Background: an optimization exercise with open tools, aiming at small area, a short achievable clock period and few clock cycles. Do not read the settings as production practice. Where RTL was checked, it was by simulation tests only, not by an equivalence proof against the original. Power and IR drop assume default switching activity.

Design zmc_alu, start of the top module:
module zmc_alu (
	input  [15:0] a_in,
	input  [15:0] b_in,
	input  [7:0]  op_in,
	input         z_flag_in,
	input         s_flag_in,
	input         c_flag_in,
	input         ovr_flag_in,
	input         clk,
	input         a_reset_l,
	output reg [15:0] c_out,
	output reg    z_flag_out,
	output reg    s_flag_out,
	output reg    c_flag_out,
	output reg    ovr_flag_out,
	output        valid_out
);
	wire [15:0] a = a_in;
	wire [15:0] b = b_in;
	wire [3:0]  n = op_in[3:0];
	wire        cont = op_in[5];
	wire        zi = z_flag_in, si = s_flag_in, ci = c_flag_in, vi = ovr_flag_in;
	wire hi00    = (op_in[7:6] == 2'b00) & ~op_in[4];
	wire n_arith = (n == 4'h0) | (n == 4'h1) | (n == 4'h3) | (n == 4'h4) | (n == 4'h8) | (n == 4'hB);
	wire g_arith = hi00 & n_arith;
	wire g_logic = (op_in[7:4] == 4'h4);
	wire g_shift = (op_in[7:4] == 4'h8) & ~(op_in[2] & op_in[1]);
	wire is_mul  = hi00 & (n == 4'h2);
	wire is_div  = (op_in == 8'h0F);
	wire is_md   = is_mul | is_div;
	wire signd   = op_in[5];
	wire        x_a    = op_in[3] & ~op_in[2];                
	wire        x_ones = ~op_in[3] & op_in[2];                
	wire        x_d    = op_in[3] & op_in[2];                 
	wire        y_inv  = op_in[1] & op_in[0];                 
	wire        cin    = cont ? (ci & (op_in[3] | op_in[2] | op_in[0])) : op_in[0];
	wire        sel_a, sel_a1, sel_r;
	wire [15:0] dx;
	wire [15:0] x = ({16{sel_a}} & a) | ({16{sel_a1}} & {1'b0, a[15:1]}) |
	                ({16{sel_r}} & dx) | {16{x_ones}};
	wire [15:0] y = y_inv ? ~b : b;
	wire [15:0] sum, carry;
	wire        c16;
	pfx_add #(16) add_i (.x(x), .y(y), .cin(cin), .s(sum), .c(carry), .cout(c16));
	wire        c15 = carry[15];
	wire        sum_zero = (sum == 16'd0);
	wire        b_nz   = |b;
	wire        b_lnz  = |b[14:0];
	wire        neg_sub = ~cont & y_inv;       
	wire        negc    = cont & (n == 4'h3);  
	reg ar_c, ar_v;
	always @(*) begin
		if (negc) begin
			ar_c = b_nz | ci;
			ar_v = ~ci & b[15] & ~b_lnz;
  ...
For scale: roughly 1500 cells after synthesis, ~39 flip-flops, ~67 I/O pins.
export LEC_CHECK = 0
export ABC_AREA = 1
export ABC_CLOCK_PERIOD_IN_PS = 8000
export CAP_MARGIN = 10
export CORE_MARGIN = 2
export CORE_UTILIZATION = 40
export SETUP_SLACK_MARGIN = 5
export SLEW_MARGIN = 10
create_clock -name core_clock -period 16.0 [get_ports {clk}]
standard.sh (not shown) runs the stock make flow with config.mk's settings and CLKGATE_MAP_FILE= SYNTH_SCRIPT=/design/flow/synth_recipe.tcl, a recipe that flattens the netlist after the stock synthesis.
==> flow/flow/run.sh <==
#!/bin/bash
# Layout flow: the standard flow (standard.sh) with two changes: the port
# buffers that global placement inserts on every input and output are
# sky130_fd_sc_hd__buf_2 instead of the cell the resizer picks by default, and
# timing repair aims at 5 ns of setup slack instead of config.mk's 5.
# The output of the whole run goes to standard.log in this folder; ORFS keeps
# each step's log under orfs/logs.
set -e
export BUFFER_PORTS_ARGS="-buffer_cell sky130_fd_sc_hd__buf_2"
sed 's/SETUP_SLACK_MARGIN=[0-9.]*/SETUP_SLACK_MARGIN=5/' standard.sh > standard_margin.sh
bash standard_margin.sh > standard.log 2>&1
The first run ran to the end with no violations.
Testbench counts at the start, summed over its fixed seeds: cycles 5,871.
Change:
--- a/flow/flow/run.sh
+++ b/flow/flow/run.sh
@@ -5 +5 @@
-# timing repair aims at 5 ns of setup slack instead of config.mk's 5.
+# timing repair aims at 5.5 ns of setup slack instead of config.mk's 5.
@@ -10 +10 @@
-sed 's/SETUP_SLACK_MARGIN=[0-9.]*/SETUP_SLACK_MARGIN=5/' standard.sh > standard_margin.sh
+sed 's/SETUP_SLACK_MARGIN=[0-9.]*/SETUP_SLACK_MARGIN=5.5/' standard.sh > standard_margin.sh
Settings changed: CAP_MARGIN 10 to 20, SLEW_MARGIN 10 to 20.
Outcome: The new run went through all stages and came out clean. Design area went up by a few percent. Power went up by a few percent. Sequential cell count stays the same. Area after synthesis is unchanged. Clock power hardly moves. First-iteration DRC count went up by a few percent. Register-to-register slack gains 0.12 ns.
Change:
--- a/flow/flow/run.sh
+++ b/flow/flow/run.sh
@@ -5 +5 @@
-# timing repair aims at 5.5 ns of setup slack instead of config.mk's 5.
+# timing repair aims at 4.5 ns of setup slack instead of config.mk's 5.
@@ -10 +10 @@
-sed 's/SETUP_SLACK_MARGIN=[0-9.]*/SETUP_SLACK_MARGIN=5.5/' standard.sh > standard_margin.sh
+sed 's/SETUP_SLACK_MARGIN=[0-9.]*/SETUP_SLACK_MARGIN=4.5/' standard.sh > standard_margin.sh
Via count goes down by 2.1%.
Core utilization goes down by 3.2 points.
Final cell count goes down by 2.5%.
Flip-flop and latch count does not change.
Die area stays the same.
Combinational power goes down by 5.7%.
Count of clock-buffer cells in the layout does not change.
Fmax goes down by 6.2%.
Hold slack hardly moves.
First-iteration DRC count goes down by 6.4%.
Change:
--- a/flow/flow/run.sh
+++ b/flow/flow/run.sh
@@ -5 +5 @@
-# timing repair aims at 4.5 ns of setup slack instead of config.mk's 5.
+# timing repair aims at 5 ns of setup slack instead of config.mk's 5.
@@ -10 +10 @@
-sed 's/SETUP_SLACK_MARGIN=[0-9.]*/SETUP_SLACK_MARGIN=4.5/' standard.sh > standard_margin.sh
+sed 's/SETUP_SLACK_MARGIN=[0-9.]*/SETUP_SLACK_MARGIN=5/' standard.sh > standard_margin.sh
What happened: The new run finished with timing, DRC and antenna clean; maximum frequency is higher by 2.3%; wire length is about the same; cell count hardly moves; clock power is about the same.


== alpha ==
zmc_alu, a different RTL version from the one above (not shown whole).
Size in the first run: about 1,500 cells after synthesis, ~39 flip-flops, ~0.010 mm² of cells after synthesis.
## zmc_alu
module zmc_alu (
	input  [15:0] a_in,
	input  [15:0] b_in,
	input  [7:0]  op_in,
	input         z_flag_in,
	input         s_flag_in,
	input         c_flag_in,
	input         ovr_flag_in,
	input         clk,
	input         a_reset_l,
	output reg [15:0] c_out,
	output reg    z_flag_out,
	output reg    s_flag_out,
	output reg    c_flag_out,
	output reg    ovr_flag_out,
	output        valid_out
);
clock: 16.0 ns
lec_check: 0
abc_area: 1
abc_clock_period_in_ps: 8000
cap_margin: 20
core_margin: 2
core_utilization: 40
setup_slack_margin: 5
slew_margin: 20
==> flow/flow/run.sh <==
#!/bin/bash
# Layout flow: the standard flow (standard.sh) with two changes: the port
# buffers that global placement inserts on every input and output are
# sky130_fd_sc_hd__buf_2 instead of the cell the resizer picks by default, and
# timing repair aims at 6 ns of setup slack instead of config.mk's 5.
# The output of the whole run goes to standard.log in this folder; ORFS keeps
# each step's log under orfs/logs.
set -e
export BUFFER_PORTS_ARGS="-buffer_cell sky130_fd_sc_hd__buf_2"
sed 's/SETUP_SLACK_MARGIN=[0-9.]*/SETUP_SLACK_MARGIN=6/' standard.sh > standard_margin.sh
bash standard_margin.sh > standard.log 2>&1
Testbench counts of alpha, summed over its fixed seeds: cycles 5,871.
--- input diff alpha..beta ---
- removing ABC_AREA (formerly 1)
-- flow/flow/run.sh --
<<< alpha, line 5
# timing repair aims at 6 ns of setup slack instead of config.mk's 5.
>>> beta, line 5
# timing repair aims at 5.5 ns of setup slack instead of config.mk's 5.
<<< alpha, line 10
sed 's/SETUP_SLACK_MARGIN=[0-9.]*/SETUP_SLACK_MARGIN=6/' standard.sh > standard_margin.sh
>>> beta, line 10
sed 's/SETUP_SLACK_MARGIN=[0-9.]*/SETUP_SLACK_MARGIN=5.5/' standard.sh > standard_margin.sh
beta vs. alpha: combinational power share rose 0.2 points, area growth from synthesis to layout fell 12 points, synthesized cell count fell 210.
On global-route wire length before repair, beta does better than alpha.
Per the comparison of beta with alpha, biggest cell delay along the critical path climbed 50 ps, non-clock buffer count dropped 32%.
In beta relative to alpha, design area had gone down by a few percent.
Delta(global-route usage, beta - alpha) < 0
Of beta and alpha, it is beta that has the lower final core area utilization.
diff inputs: beta => gamma
- putting ABC_AREA at 1 where nothing was set
Notes after the runs:
gamma completed every stage of the flow, and the final layout passed the timing, design-rule and antenna checks.
From beta to gamma the numbers moved as follows: smallest hold slack down 22 ps, number of nets in the layout up 15%, non-filler instance count after layout up 235, combinational group share of total power down 1.7 points.
Compared with beta, gamma shows a higher compound-gate portion of the synthesized area.
On simple-gate area share of the yosys netlist: between gamma and beta, it ends up lower for beta.
Diff beta -> gamma: worst hold path stage count climbed 1; number of standard cells after synthesis climbed 210; proportion of cell area occupied by registers barely changed.
What delta does differently from gamma at the input level:
-- flow/flow/run.sh --
<<< gamma, line 5
# timing repair aims at 5.5 ns of setup slack instead of config.mk's 5.
>>> delta, line 5
# timing repair aims at 5 ns of setup slack instead of config.mk's 5.
<<< gamma, line 10
sed 's/SETUP_SLACK_MARGIN=[0-9.]*/SETUP_SLACK_MARGIN=5.5/' standard.sh > standard_margin.sh
>>> delta, line 10
sed 's/SETUP_SLACK_MARGIN=[0-9.]*/SETUP_SLACK_MARGIN=5/' standard.sh > standard_margin.sh
--- outcome ---
Between delta and gamma, the difference in wire length per cell is negligible.
Final non-filler cell area, delta and gamma, higher one = gamma.
Compared with gamma, delta shows total power that has gone down slightly.


## run a
zmc_alu, a different RTL version from the one above (not shown whole).
For scale: about 1,500 cells after synthesis, ~67 I/O pins, roughly 0.012 mm² of cells after synthesis.
clock: 16.0 ns
lec_check: 0
cap_margin: 20
core_margin: 2
core_utilization: 40
slew_margin: 20
run.sh (not shown) runs the stock make flow with config.mk's settings and CLKGATE_MAP_FILE= SYNTH_SCRIPT=/design/flow/synth_recipe.tcl, a recipe that flattens the netlist after the stock synthesis.
Stock flow here: none of the scripts above is used.
Run a: done, clean on timing, DRC and antenna
#### Input delta (run b over run a)
- an added ABC_CLOCK_PERIOD_IN_PS of 8000
- an added SETUP_SLACK_MARGIN of 5
Notes after the runs:
Compared with run a, run b shows via count of the first global-routing pass that has gone up slightly.
Non-clock buffer instance count of the final layout in run b is 21 above run a.
In the tables for run a and run b, first-pass GRT wire length reads lower with run a.
Diff run a -> run b: number of H-tree levels held, global-route usage went up by 0.41 points.
No functional check of the RTL was part of any run of this note.


Setup of main:
RTL: one of the versions met above, not the one the previous note started from.
Size in the first run: roughly 1300 cells after synthesis, ~39 flip-flops, roughly 67 I/O pins, ~11000 sq um of cells after synthesis.
// zmc_alu
module zmc_alu (
	input  [15:0] a_in,
	input  [15:0] b_in,
	input  [7:0]  op_in,
	input         z_flag_in,
	input         s_flag_in,
	input         c_flag_in,
	input         ovr_flag_in,
	input         clk,
	input         a_reset_l,
	output reg [15:0] c_out,
	output reg    z_flag_out,
	output reg    s_flag_out,
	output reg    c_flag_out,
	output reg    ovr_flag_out,
	output        valid_out
);
Settings: LEC_CHECK=0, ABC_CLOCK_PERIOD_IN_PS=8000, CAP_MARGIN=20, CORE_MARGIN=2, CORE_UTILIZATION=40, SETUP_SLACK_MARGIN=5, SLEW_MARGIN=20; clock period 16.0 ns.
standard.sh (not shown) runs the stock make flow with config.mk's settings and CLKGATE_MAP_FILE= SYNTH_SCRIPT=/design/flow/synth_recipe.tcl, a recipe that flattens the netlist after the stock synthesis.
==> flow/flow/run.sh <==
#!/bin/bash
# Layout flow: the standard flow (standard.sh) with two changes: the port
# buffers that global placement inserts on every input and output are
# sky130_fd_sc_hd__buf_4 instead of the cell the resizer picks by default, and
# timing repair aims at 5.5 ns of setup slack instead of config.mk's 5.
# The output of the whole run goes to standard.log in this folder; ORFS keeps
# each step's log under orfs/logs.
set -e
export BUFFER_PORTS_ARGS="-buffer_cell sky130_fd_sc_hd__buf_4"
sed 's/SETUP_SLACK_MARGIN=[0-9.]*/SETUP_SLACK_MARGIN=5.5/' standard.sh > standard_margin.sh
bash standard_margin.sh > standard.log 2>&1
main has completed all stages; timing, DRC and antenna checks passed.
Testbench counts of main, summed over its fixed seeds: cycles 5,871.
### main -> the feature branch
- a change of CORE_UTILIZATION from 40 to 60
==> flow/flow/run.sh <==
#!/bin/bash
# Layout flow: the standard flow (standard.sh) with one change: the port
# buffers that global placement inserts on every input and output are
# sky130_fd_sc_hd__buf_2 instead of the cell the resizer picks by default.
# The output of the whole run goes to standard.log in this folder; ORFS keeps
# each step's log under orfs/logs.
set -e
export BUFFER_PORTS_ARGS="-buffer_cell sky130_fd_sc_hd__buf_2"
bash standard.sh > standard.log 2>&1
Results
Of the feature branch and main, it is the feature branch that has the higher met2 track utilization from global routing.
According to the power report, total power for the feature branch is lower than for main.
Comparing area of the placeable core for the feature branch and main, the smaller number came from the feature branch.


zmc_alu, a different RTL version from the one above (not shown whole).
Size in the first run: ~1400 cells after synthesis, ~67 I/O pins.
clock: 16.0 ns
lec_check: 0
abc_clock_period_in_ps: 8000
cap_margin: 20
core_margin: 2
core_utilization: 40
setup_slack_margin: 5
slew_margin: 20
==> flow/flow/run.sh <==
#!/bin/bash
# Layout flow: the standard flow (standard.sh) with one change: the port
# buffers that global placement inserts on every input and output are
# sky130_fd_sc_hd__buf_2 instead of the cell the resizer picks by default.
# The output of the whole run goes to standard.log in this folder; ORFS keeps
# each step's log under orfs/logs.
set -e
export BUFFER_PORTS_ARGS="-buffer_cell sky130_fd_sc_hd__buf_2"
bash standard.sh > standard.log 2>&1
Testbench counts at the start, summed over its fixed seeds: cycles 5,871.
Edit:
==> flow/run.sh (new file) <==
#!/bin/bash
# synth_recipe.tcl (not shown) runs the flow's synth.tcl, then flattens the netlist and writes it again
# the make line also repeats each setting of config.mk as NAME=value (left out here)
make -C /OpenROAD-flow-scripts/flow DESIGN_CONFIG=/design/flow/config.mk WORK_HOME=/design/flow/orfs CLKGATE_MAP_FILE= SYNTH_SCRIPT=/design/flow/synth_recipe.tcl finish
removed: flow/flow/run.sh
removed: flow/standard.sh
Combinational power climbs by 4.8%; sequential power stays flat; wire length is higher by 3.4%; synthesized cell count does not change.
Edit:
==> flow/flow/run.sh (new file) <==
#!/bin/bash
# Layout flow: the standard flow (standard.sh) with two changes: the port
# buffers that global placement inserts on every input and output are
# sky130_fd_sc_hd__buf_2 instead of the cell the resizer picks by default, and
# timing repair aims at 7 ns of setup slack instead of config.mk's 5.
# The output of the whole run goes to standard.log in this folder; ORFS keeps
# each step's log under orfs/logs.
set -e
export BUFFER_PORTS_ARGS="-buffer_cell sky130_fd_sc_hd__buf_2"
sed 's/SETUP_SLACK_MARGIN=[0-9.]*/SETUP_SLACK_MARGIN=7/' standard.sh > standard_margin.sh
bash standard_margin.sh > standard.log 2>&1
==> flow/standard.sh (new file) <==
#!/bin/bash
# synth_recipe.tcl (not shown) runs the flow's synth.tcl, then flattens the netlist and writes it again
# the make line also repeats each setting of config.mk as NAME=value (left out here)
make -C /OpenROAD-flow-scripts/flow DESIGN_CONFIG=/design/flow/config.mk WORK_HOME=/design/flow/orfs CLKGATE_MAP_FILE= SYNTH_SCRIPT=/design/flow/synth_recipe.tcl "${@:-finish}"
removed: flow/run.sh
What happened: The new run completed without violations; clock-buffer cell count stays the same; clock power came out lower by about 6%; utilization grows by 1.9 points; clock skew goes down by 0.0042 ns; wire length climbs by about 1%; total power is about the same; sequential power barely changes; combinational power goes up by about 1%; hold slack barely changes.
Edit:
--- a/flow/flow/run.sh
+++ b/flow/flow/run.sh
@@ -5 +5 @@
-# timing repair aims at 7 ns of setup slack instead of config.mk's 5.
+# timing repair aims at 6 ns of setup slack instead of config.mk's 5.
@@ -10 +10 @@
-sed 's/SETUP_SLACK_MARGIN=[0-9.]*/SETUP_SLACK_MARGIN=7/' standard.sh > standard_margin.sh
+sed 's/SETUP_SLACK_MARGIN=[0-9.]*/SETUP_SLACK_MARGIN=6/' standard.sh > standard_margin.sh
After rerunning: Cell area shrinks by a few percent; count of clock-buffer cells in the layout does not change; setup slack got worse by 0.11 ns; synthesized cell count does not change; cell count came out lower slightly; global-route usage goes down by 0.77 points.

==> static timing again, ports no longer ideal <==
The flow's constraints put no driver on any port. The routed layouts listed below were extracted and timed again, unchanged, in two steps. Step 1, drivers: a clkbuf_16 drives clk and a buf_2 each remaining input, both assumed. Step 2, shift: input delay + t, output delay - t, t = (earliest + latest rising clock arrival at the registers) / 2. This alone moves slack from input paths to output paths. a / b / c = no drivers / after step 1 / after step 2; a / b = the first two.
run | shift t [ns] | setup WS [ns] | worst setup path at the end
the first run of note 1 | 0.337 | 5.201 / 5.181 / 5.181 | input to output
the second run of note 1 | 0.338 | 5.640 / 5.616 / 5.616 | input to output
the third run of note 1 | 0.338 | 4.953 / 4.931 / 4.931 | input to output
the fourth run of note 1 | 0.337 | 5.201 / 5.181 / 5.181 | input to output
alpha | 0.332 | 5.829 / 5.783 / 5.783 | input to output
beta | 0.334 | 5.484 / 5.440 / 5.440 | input to output
gamma | 0.345 | 5.598 / 5.563 / 5.563 | input to output
delta | 0.341 | 5.180 / 5.151 / 5.151 | input to output
run a | 0.343 | 3.317 / 3.333 / 2.990 | input to register
run b | 0.344 | 5.088 / 5.110 / 4.770 | input to register
main | 0.332 | 5.495 / 5.446 / 5.446 | input to output
the feature branch | 0.324 | 5.094 / 5.073 / 5.073 | input to output
the first run of note 5 | 0.332 | 5.141 / 5.117 / 5.117 | input to output
the second run of note 5 | 0.339 | 5.110 / 5.081 / 5.081 | input to output
the third run of note 5 | 0.319 | 5.528 / 5.413 / 5.413 | input to output
the fourth run of note 5 | 0.328 | 5.414 / 5.390 / 5.390 | input to output
After both steps setup and hold are still met in every run listed. The setup slack of run a, which loses most, moves by +0.016 ns with the drivers and by -0.327 ns with both steps.
